Context: an optimization exercise on an open-source flow, tuned for small area and a short achievable clock period. The choices shown serve that exercise and are no tape-out recipe. Function was checked by simulation only, so behaviour that the tests miss may differ from the original.

## maple
==> flow/design.v <==
`timescale 1ns/1ps
module FIFO#(
    parameter width = 32,
    parameter depth = 64,
    parameter ptr_w = 6
)
(
    clk, rstn,
    rd_en, wrt_en,
    data_in,
    read_ready,
    data_out,
    full, empty,
    out_valid
);
input clk, rstn;
input rd_en, wrt_en;
input [width-1 : 0] data_in;
input read_ready;
output [width-1 : 0] data_out;
output full, empty;
output out_valid;
reg full, not_empty;
assign empty = !not_empty;
reg [width-1 : 0] sram_mem [0 : depth-1];
reg [ptr_w-1 : 0] waddr, raddr;
reg pend;                       
reg [width-1 : 0] din_q;        
reg was_empty;                  
wire rd_do, wr_do;
wire [ptr_w-1 : 0] waddr_inc, raddr_inc;
assign waddr_inc = waddr + 1'b1;
assign raddr_inc = raddr + 1'b1;
assign rd_do = rd_en & not_empty & read_ready;
assign wr_do = wrt_en & (!full | rd_do);
assign out_valid = rd_do;
reg [3:0] wsel_hi, wgrp;
reg [15:0] wsel_lo;
wire wr_move = (wr_do & !full) | pend;
wire full_nxt = ((wr_do & !rd_do) && (waddr_inc == raddr)) ? 1'b1 :
                (rd_do & !wr_do) ? 1'b0 : full;
wire pend_nxt = full & wr_do;
wire [3:0] wsel_hi_nxt = (wr_move & wsel_lo[15]) ? {wsel_hi[2:0], wsel_hi[3]} : wsel_hi;
always @(posedge clk or negedge rstn) begin
    if(!rstn) begin
        wsel_hi <= 4'd1;
        wsel_lo <= 16'd1;
        wgrp <= 4'd1;
    end
    else begin
        if(wr_move)
            wsel_lo <= {wsel_lo[14:0], wsel_lo[15]};
        wsel_hi <= wsel_hi_nxt;
        wgrp <= wsel_hi_nxt & {4{!full_nxt | pend_nxt}};
    end
end
wire [width-1 : 0] wdata = full ? din_q : data_in;
integer w;
always @(posedge clk) begin
    for (w = 0; w < depth; w = w + 1)
        if (wgrp[w/16] & wsel_lo[w%16])
            sram_mem[w] <= wdata;
end
always @(posedge clk) begin
    din_q <= data_in;
    was_empty <= !not_empty;
end
always @(posedge clk or negedge rstn) begin
    if(!rstn)
        pend <= 1'b0;
    else
        pend <= pend_nxt;
end
reg [3:0] rsel_hi;
reg [15:0] rsel_lo;
always @(posedge clk or negedge rstn) begin
    if(!rstn) begin
        rsel_hi <= 4'd1;
        rsel_lo <= 16'd1;
    end
    else if(rd_do) begin
        rsel_lo <= {rsel_lo[14:0], rsel_lo[15]};
        if(rsel_lo[15])
            rsel_hi <= {rsel_hi[2:0], rsel_hi[3]};
    end
end
reg [width-1 : 0] grp [0 : 3];
reg [width-1 : 0] grp_d [0 : 3];
integer i, j;
always @(*) begin
    for (i = 0; i < 4; i = i + 1) begin
        grp_d[i] = {width{1'b0}};
        for (j = 0; j < 16; j = j + 1)
            grp_d[i] = grp_d[i] | (sram_mem[16*i+j] & {width{rsel_lo[j]}});
    end
end
always @(posedge clk) begin
    for (i = 0; i < 4; i = i + 1)
        grp[i] <= grp_d[i];
end
reg [width-1 : 0] rdata;
always @(*) begin
    rdata = {width{1'b0}};
    for (i = 0; i < 4; i = i + 1)
        rdata = rdata | (grp[i] & {width{rsel_hi[i]}});
end
assign data_out = was_empty ? din_q : rdata;
always @(posedge clk or negedge rstn) begin
    if(!rstn)
        raddr <= 'b0;
    else if(rd_do)
        raddr <= raddr_inc;
end
always @(posedge clk or negedge rstn) begin
    if(!rstn)
        waddr <= 'b0;
    else if(wr_move)
        waddr <= waddr_inc;
end
always @(posedge clk or negedge rstn) begin
    if(!rstn)
        full <= 'b0;
    else
        full <= full_nxt;
end
always @(posedge clk or negedge rstn) begin
    if(!rstn)
        not_empty <= 'b0;
    else if((rd_do & !wr_do) && (raddr_inc == waddr))
        not_empty <= 'b0;
    else if(wr_do & !rd_do)
        not_empty <= 'b1;
end
endmodule
`timescale 1ns/1ps
module serial_out#(
    parameter width = 32,
    parameter count_w = 5
)
(
    clk, rstn,
    rd_en,
    data_in,
    data_out,
    read_ready,
    data_valid
);
input clk ,rstn;
input [width-1 : 0] data_in;
input rd_en;
output data_out;
output read_ready;
output data_valid;
reg [width-1 : 1] data_hi;
reg data_lo;
reg [count_w-1 : 0] count;
reg data_valid;
assign read_ready = !data_valid;
wire last = (count == 'd31);
wire load = rd_en & read_ready;
wire keep = data_valid & !last;
always @(posedge clk) begin
    data_hi <= load ? data_in[width-1:1] : {data_hi[width-1], data_hi[width-1:2]};
end
always@(posedge clk or negedge rstn) begin
    if(!rstn) begin
        count <= 'b0;
        data_lo <= 'b0;
        data_valid <= 'b0;
    end
    else begin
        data_lo <= load ? data_in[0] : (keep & data_hi[1]);
        if(last) begin
            data_valid <= 'b0;
            count <= 'b0;
        end
        else if(load) begin
            data_valid <= 'b1;
            count <= 'b0;
        end
        else if(data_valid)
            count <= count + 'b1;
    end
end
assign data_out = data_lo;
endmodule
`timescale 1ns/1ps
module PISO_SRAM#(
    parameter width = 32,
    parameter depth = 64,
    parameter ptr_w = 6
)
(
    clk, rstn,
    rd_en, wrt_en,
    data_in,
    data_out,
    full, empty,
    out_valid,
    read_ready
);
input clk, rstn;
input rd_en, wrt_en;
input [width-1 : 0] data_in;
output data_out;
output full, empty;
output out_valid;
output read_ready;
wire [width-1 : 0] trans_data;
wire trans_valid;
FIFO fifo0(
    .clk(clk),
    .rstn(rstn),
    .rd_en(rd_en),
    .wrt_en(wrt_en),
    .data_in(data_in),
    .read_ready(read_ready),
    .data_out(trans_data),
    .full(full),
    .empty(empty),
    .out_valid(trans_valid));
serial_out so1(
    .clk(clk), .rstn(rstn),
    .rd_en(trans_valid),
    .data_in(trans_data),
    .data_out(data_out),
    .read_ready(read_ready),
    .data_valid(out_valid)
);
endmodule
Settings: LEC_CHECK=0, CAP_MARGIN=20, CORE_MARGIN=2, CORE_UTILIZATION=50, CTS_CLUSTER_DIAMETER=100, CTS_CLUSTER_SIZE=25, PLACE_DENSITY=0.6, SETUP_SLACK_MARGIN=2.4, SLEW_MARGIN=20; clock period 5.0 ns.
run.sh (not shown) runs the stock make flow with config.mk's settings and CLKGATE_MAP_FILE= SYNTH_SCRIPT=/design/flow/synth_recipe.tcl, a recipe that flattens the netlist after the stock synthesis.
Changes in birch relative to maple:
-- flow/design.v --
<<< maple, line 35
assign wr_do = wrt_en & (!full | rd_do);
assign out_valid = rd_do;
reg [3:0] wsel_hi, wgrp;
reg [15:0] wsel_lo;
wire wr_move = (wr_do & !full) | pend;
wire full_nxt = ((wr_do & !rd_do) && (waddr_inc == raddr)) ? 1'b1 :
                (rd_do & !wr_do) ? 1'b0 : full;
wire pend_nxt = full & wr_do;
wire [3:0] wsel_hi_nxt = (wr_move & wsel_lo[15]) ? {wsel_hi[2:0], wsel_hi[3]} : wsel_hi;
always @(posedge clk or negedge rstn) begin
    if(!rstn) begin
        wsel_hi <= 4'd1;
        wsel_lo <= 16'd1;
        wgrp <= 4'd1;
    end
    else begin
        if(wr_move)
            wsel_lo <= {wsel_lo[14:0], wsel_lo[15]};
        wsel_hi <= wsel_hi_nxt;
        wgrp <= wsel_hi_nxt & {4{!full_nxt | pend_nxt}};
    end
end
wire [width-1 : 0] wdata = full ? din_q : data_in;
integer w;
always @(posedge clk) begin
    for (w = 0; w < depth; w = w + 1)
        if (wgrp[w/16] & wsel_lo[w%16])
            sram_mem[w] <= wdata;
end
always @(posedge clk) begin
>>> birch, line 35
assign wr_do = wrt_en & (!full | rd_do);
assign out_valid = rd_do;
always @(posedge clk) begin
    if (!full)
        sram_mem[waddr] <= data_in;
    else if (pend)
        sram_mem[waddr] <= din_q;
end
always @(posedge clk) begin
<<< maple, line 70
        pend <= 1'b0;
    else
        pend <= pend_nxt;
end
reg [3:0] rsel_hi;
>>> birch, line 49
        pend <= 1'b0;
    else
        pend <= full & wr_do;
end
reg [3:0] rsel_hi;
<<< maple, line 115
    if(!rstn)
        waddr <= 'b0;
    else if(wr_move)
        waddr <= waddr_inc;
end
>>> birch, line 94
    if(!rstn)
        waddr <= 'b0;
    else if((wr_do & !full) | pend)
        waddr <= waddr_inc;
end
<<< maple, line 121
    if(!rstn)
        full <= 'b0;
    else
        full <= full_nxt;
end
always @(posedge clk or negedge rstn) begin
>>> birch, line 100
    if(!rstn)
        full <= 'b0;
    else if((wr_do & !rd_do) && (waddr_inc == raddr))
        full <= 'b1;
    else if(rd_do & !wr_do)
        full <= 'b0;
end
always @(posedge clk or negedge rstn) begin
Results
birch has completed all stages; timing, DRC and antenna checks passed.
Of the two values seen for last element of the critical path, fifo0.sram_mem[10][28] was produced by maple and fifo0.sram_mem[58][5] by birch.
| part of the Yosys area used for sequential elements | lower: maple |
birch vs maple: worst endpoint data arrival time down in birch
As of birch, post-synthesis register bit count had fallen slightly compared to maple.
In terms of wire length of the first global-routing pass, maple and birch differ only marginally.
Delta(combined area of the multi-input logic cells, birch - maple) > 0

static timing again, ports no longer ideal:
Ports are ideal in the flow. The routed layouts listed here were re-timed in OpenROAD.
Step 1: set_driving_cell puts a clkbuf_16 on clk and a buf_2 on each other input, an assumption about the parent block.
Step 2 times the ports against the registers' clock, not the clock port: input delays grow and output delays shrink by t, the midpoint of the rising clock arrivals with the driver on.
Three values: no drivers, after step 1, after step 2; two values: the first two.
run	t, ns	setup WS [ns]	worst setup path at the end	latest minus earliest clock arrival (ns)	cell pins on the clock port's net
maple	0.830	2.376 / 2.310 / 1.907	input to register	0.044 / 0.044	1
birch	0.830	2.332 / 2.332 / 1.787	input to register	0.031 / 0.030	1
After both steps setup and hold are still met in every run listed. The setup slack of birch, which loses most, moves by 0.000 ns with the drivers and by -0.545 ns with both steps.
